This design comes from an exercise in tuning for small area, a short achievable clock period and few clock cycles per item on the open sky130 flow, not from production work. At most, simulation tests tie the RTL to the original design; equivalence was not proved. Power is estimated from default activity; no workload was simulated.

== run 5 ==
==> module huffman, before the edit <==
module huffman(clk, reset, gray_valid, gray_data, CNT_valid, CNT1, CNT2, CNT3, CNT4, CNT5, CNT6,
               code_valid, HC1, HC2, HC3, HC4, HC5, HC6, M1, M2, M3, M4, M5, M6);
input clk;
input reset;
input gray_valid;
input [7:0] gray_data;
output CNT_valid;
output [7:0] CNT1, CNT2, CNT3, CNT4, CNT5, CNT6;
output reg code_valid;
output [7:0] HC1, HC2, HC3, HC4, HC5, HC6;
output [7:0] M1, M2, M3, M4, M5, M6;
reg        gv1;          
reg        run;          
reg  [3:0] tc;           
reg  [7:0] w [0:5];      
reg  [5:0] m [0:5];      
reg  [4:0] r [1:6];      
assign CNT1 = w[5]; assign CNT2 = w[0]; assign CNT3 = w[1];
assign CNT4 = w[2]; assign CNT5 = w[3]; assign CNT6 = w[4];
assign CNT_valid = gv1 & ~gray_valid;
wire go      = run | CNT_valid;
wire step    = go & (~tc[3] | (tc[2:0] < 3'd5));    
wire combine = (tc > 4'd4) & tc[0] & (tc != 4'd13);
wire [4:0] uns;
assign uns[0] = tc < 4'd4;
assign uns[1] = tc < 4'd3;
assign uns[2] = tc < 4'd2;
assign uns[3] = tc < 4'd1;
assign uns[4] = 1'b0;
wire [5:1] lt;
genvar gi;
generate for (gi = 1; gi < 6; gi = gi + 1) begin : g_lt
  assign lt[gi] = w[gi] < w[0];
end endgenerate
wire [4:0] c = uns | lt;
wire [7:0] sum = w[0] + w[1];
always @(posedge clk or posedge reset) begin
  if (reset) begin
    gv1 <= 1'b0; code_valid <= 1'b0;
    run <= 1'b0; tc <= 4'd0;
  end else begin
    gv1 <= gray_valid;
    if (CNT_valid) run <= 1'b1;
    if (step) tc <= tc + 4'd1;
    code_valid <= step & (tc == 4'd12);
  end
end
integer i;
always @(posedge clk) begin
  if (reset) begin
    for (i = 0; i < 6; i = i + 1) w[i] <= 8'd0;
  end else if (step) begin
    if (combine) begin
      w[0] <= sum;
      for (i = 1; i < 5; i = i + 1) w[i] <= w[i+1];
      w[5] <= 8'hff;
    end else begin
      for (i = 0; i < 5; i = i + 1)
        if (c[i]) w[i] <= w[i+1];
        else if (i == 0 || c[i-1]) w[i] <= w[0];
      if (c[4]) w[5] <= w[0];
    end
  end else if (gray_valid & ~run) begin
    for (i = 0; i < 5; i = i + 1)
      if (gray_data[2:0] == i + 2) w[i] <= w[i] + 8'd1;
    if (gray_data[2:0] == 3'd1) w[5] <= w[5] + 8'd1;
  end
end
always @* m[5] = ~(m[0] | m[1] | m[2] | m[3] | m[4]);
always @(posedge clk or posedge reset) begin
  if (reset) begin
    m[0] <= 6'b000010; m[1] <= 6'b000100; m[2] <= 6'b001000;
    m[3] <= 6'b010000; m[4] <= 6'b100000;
  end else if (step) begin
    if (combine) begin
      m[0] <= m[0] | m[1];
      for (i = 1; i < 5; i = i + 1) m[i] <= m[i+1];
    end else begin
      for (i = 0; i < 5; i = i + 1)
        if (c[i]) m[i] <= m[i+1];
        else if (i == 0 || c[i-1]) m[i] <= m[0];
    end
  end
end
function [4:0] lead(input [4:0] v);    
  lead = {v[4], v[3] & ~v[4], v[2] & ~|v[4:3], v[1] & ~|v[4:2], v[0] & ~|v[4:1]};
endfunction
function [4:0] add_bit(input [4:0] v, input b);   
  reg [4:0] l;
  begin
    l = lead(v);
    add_bit = (v & ~l) | (l & {5{b}}) | {l[3:0], 1'b0};
  end
endfunction
genvar k;
generate for (k = 1; k <= 6; k = k + 1) begin : g_lvl
  wire a = m[0][k-1];
  wire b = m[1][k-1];
  always @(posedge clk or posedge reset) begin
    if (reset) r[k] <= 5'b00001;
    else if (step & combine & (a | b)) r[k] <= add_bit(r[k], a);
  end
end endgenerate
function [7:0] mask_of(input [4:0] v);
  mask_of = {3'b000, |v[4], |v[4:3], |v[4:2], |v[4:1], 1'b1};   
endfunction
function [7:0] code_of(input [4:0] v, input b);
  code_of = {3'b000, v & ({1'b0, |v[4], |v[4:3], |v[4:2], |v[4:1]} | {5{b}})};
endfunction
assign M1 = mask_of(r[1]); assign HC1 = code_of(r[1], m[0][0]);
assign M2 = mask_of(r[2]); assign HC2 = code_of(r[2], m[0][1]);
assign M3 = mask_of(r[3]); assign HC3 = code_of(r[3], m[0][2]);
assign M4 = mask_of(r[4]); assign HC4 = code_of(r[4], m[0][3]);
assign M5 = mask_of(r[5]); assign HC5 = code_of(r[5], m[0][4]);
assign M6 = mask_of(r[6]); assign HC6 = code_of(r[6], m[0][5]);
endmodule
==> flow/config.mk <==
export PLATFORM = sky130hd
export DESIGN_NAME = huffman
export DESIGN_NICKNAME = huffman
export VERILOG_FILES = /design/flow/design.v
export SDC_FILE = /design/flow/constraint.sdc
export NUM_CORES = 4
export LEC_CHECK = 0
export ABC_AREA = 1
export CAP_MARGIN = 20
export CORE_MARGIN = 2
export CORE_UTILIZATION = 40
export CTS_BUF_LIST = sky130_fd_sc_hd__clkbuf_8
export SETUP_SLACK_MARGIN = 1.5
export SLEW_MARGIN = 20
==> flow/constraint.sdc <==
create_clock -name core_clock -period 4.0 [get_ports {clk}]
set_input_delay 0.8000 -clock core_clock [delete_from_list [all_inputs] [get_ports {clk}]]
set_output_delay 0.8000 -clock core_clock [all_outputs]
set_load 0.01 [all_outputs]
standard.sh (not shown) runs the stock make flow with config.mk's settings and CLKGATE_MAP_FILE= SYNTH_SCRIPT=/design/flow/synth_recipe.tcl, a recipe that flattens the netlist after the stock synthesis.
==> flow/flow/run.sh <==
#!/bin/bash
# The standard layout (the standard.sh, which runs ORFS with the standard
# synthesis), except that the port buffers are the platform's smallest
# buffer instead of the delay cell buffer_ports picks by default. Every port
# still gets its own buffer. make's full output goes to standard.log here;
# ORFS keeps each step's log under orfs/logs.
set -euo pipefail
bash standard.sh "BUFFER_PORTS_ARGS=-buffer_cell sky130_fd_sc_hd__buf_1" finish > standard.log 2>&1
Setup changes, run 5 to run 4
diff --git a/flow/design.v b/flow/design.v
--- a/flow/design.v
+++ b/flow/design.v
@@ -28,11 +28,42 @@
 assign uns[3] = tc < 4'd1;
 assign uns[4] = 1'b0;
+function lt8(input [7:0] a, input [7:0] b);   
+  reg [7:0] l, g;
+  reg [3:0] l1, g1;
+  reg [1:0] l2, g2;
+  integer j;
+  begin
+    l = ~a & b;
+    g = a & ~b;
+    for (j = 0; j < 4; j = j + 1) begin
+      l1[j] = l[2*j+1] | ~g[2*j+1] & l[2*j];
+      g1[j] = g[2*j+1] | ~l[2*j+1] & g[2*j];
+    end
+    for (j = 0; j < 2; j = j + 1) begin
+      l2[j] = l1[2*j+1] | ~g1[2*j+1] & l1[2*j];
+      g2[j] = g1[2*j+1] | ~l1[2*j+1] & g1[2*j];
+    end
+    lt8 = l2[1] | ~g2[1] & l2[0];
+  end
+endfunction
 wire [5:1] lt;
 genvar gi;
 generate for (gi = 1; gi < 6; gi = gi + 1) begin : g_lt
-  assign lt[gi] = w[gi] < w[0];
+  assign lt[gi] = lt8(w[gi], w[0]);
 end endgenerate
 wire [4:0] c = uns | lt;
 wire [7:0] sum = w[0] + w[1];
+reg  [7:0] wsel;
+always @* begin
+  case (gray_data[2:0])
+    3'd1: wsel = w[5];
+    3'd2: wsel = w[0];
+    3'd3: wsel = w[1];
+    3'd4: wsel = w[2];
+    3'd5: wsel = w[3];
+    default: wsel = w[4];
+  endcase
+end
+wire [7:0] winc = wsel + 8'd1;
 always @(posedge clk or posedge reset) begin
   if (reset) begin
@@ -63,10 +94,10 @@
   end else if (gray_valid & ~run) begin
     for (i = 0; i < 5; i = i + 1)
-      if (gray_data[2:0] == i + 2) w[i] <= w[i] + 8'd1;
-    if (gray_data[2:0] == 3'd1) w[5] <= w[5] + 8'd1;
+      if (gray_data[2:0] == i + 2) w[i] <= winc;
+    if (gray_data[2:0] == 3'd1) w[5] <= winc;
   end
 end
 always @* m[5] = ~(m[0] | m[1] | m[2] | m[3] | m[4]);
-always @(posedge clk or posedge reset) begin
+always @(posedge clk) begin
   if (reset) begin
     m[0] <= 6'b000010; m[1] <= 6'b000100; m[2] <= 6'b001000;
@@ -97,5 +128,5 @@
   wire a = m[0][k-1];
   wire b = m[1][k-1];
-  always @(posedge clk or posedge reset) begin
+  always @(posedge clk) begin
     if (reset) r[k] <= 5'b00001;
     else if (step & combine & (a | b)) r[k] <= add_bit(r[k], a);
### Flow results
On horizontal die dimension: run 4 sits below run 5.
Compared with run 5, in run 4 area growth from synthesis to layout moved up, worst supply voltage drop on vdd moved down.
Run comparison: run 5 critical path class flip-flop to flip-flop; run 4 critical path class input port to flip-flop
The leakage power figure in run 4 is 0.876 times that in run 5.
Relative to run 5, run 4 improves final critical-path required period.
[diff] half-perimeter wire length after placement, run 4 relative to run 5: regression
Compared with run 5, run 4 shows wire length higher by 4.5%.
Going from run 5 to run 4, number of global-route vias before repair shrank slightly.
In terms of clock skew, run 4 and run 5 differ only marginally.
Compared with run 5, in run 4 cell area decreased about 8%; number of fill cells in the layout decreased 116; overall power consumption decreased 230 uW.
Testbench counts of run 4, summed over its fixed seeds: cycles 21,888, images 192.
Function not checked in run 5: the RTL went through the layout flow alone.

==> static timing again, ports no longer ideal <==
The results above use ideal ports. As a check the final layouts listed here were re-extracted and re-timed, cells and wires unchanged.
Step 1 assumes that a clkbuf_16 drives the clock port and a buf_2 every other input.
Step 2 adds t to the input delays and takes it off the output delays; t is the mean of the earliest and latest rising clock arrival at the registers after step 1. Input paths then give back, and output paths get back, about the clock's delay inside the block.
Three values: ideal ports, drivers, drivers and shift; two values: the first two.
| run | t, ns | setup slack, ns | clock arrival spread, ns | worst data-port slew with drivers (ns) |
|---|---|---|---|---|
| run 5 | 0.489 | 1.580 / 1.580 / 1.228 | 0.017 / 0.018 | 0.05 |
| run 4 | 0.502 | 1.621 / 1.626 / 1.124 | 0.017 / 0.017 | 0.05 |
After both steps every run listed still meets setup and hold. The setup slack of run 4, which loses most, moves by +0.005 ns with the drivers and by -0.497 ns with both steps.
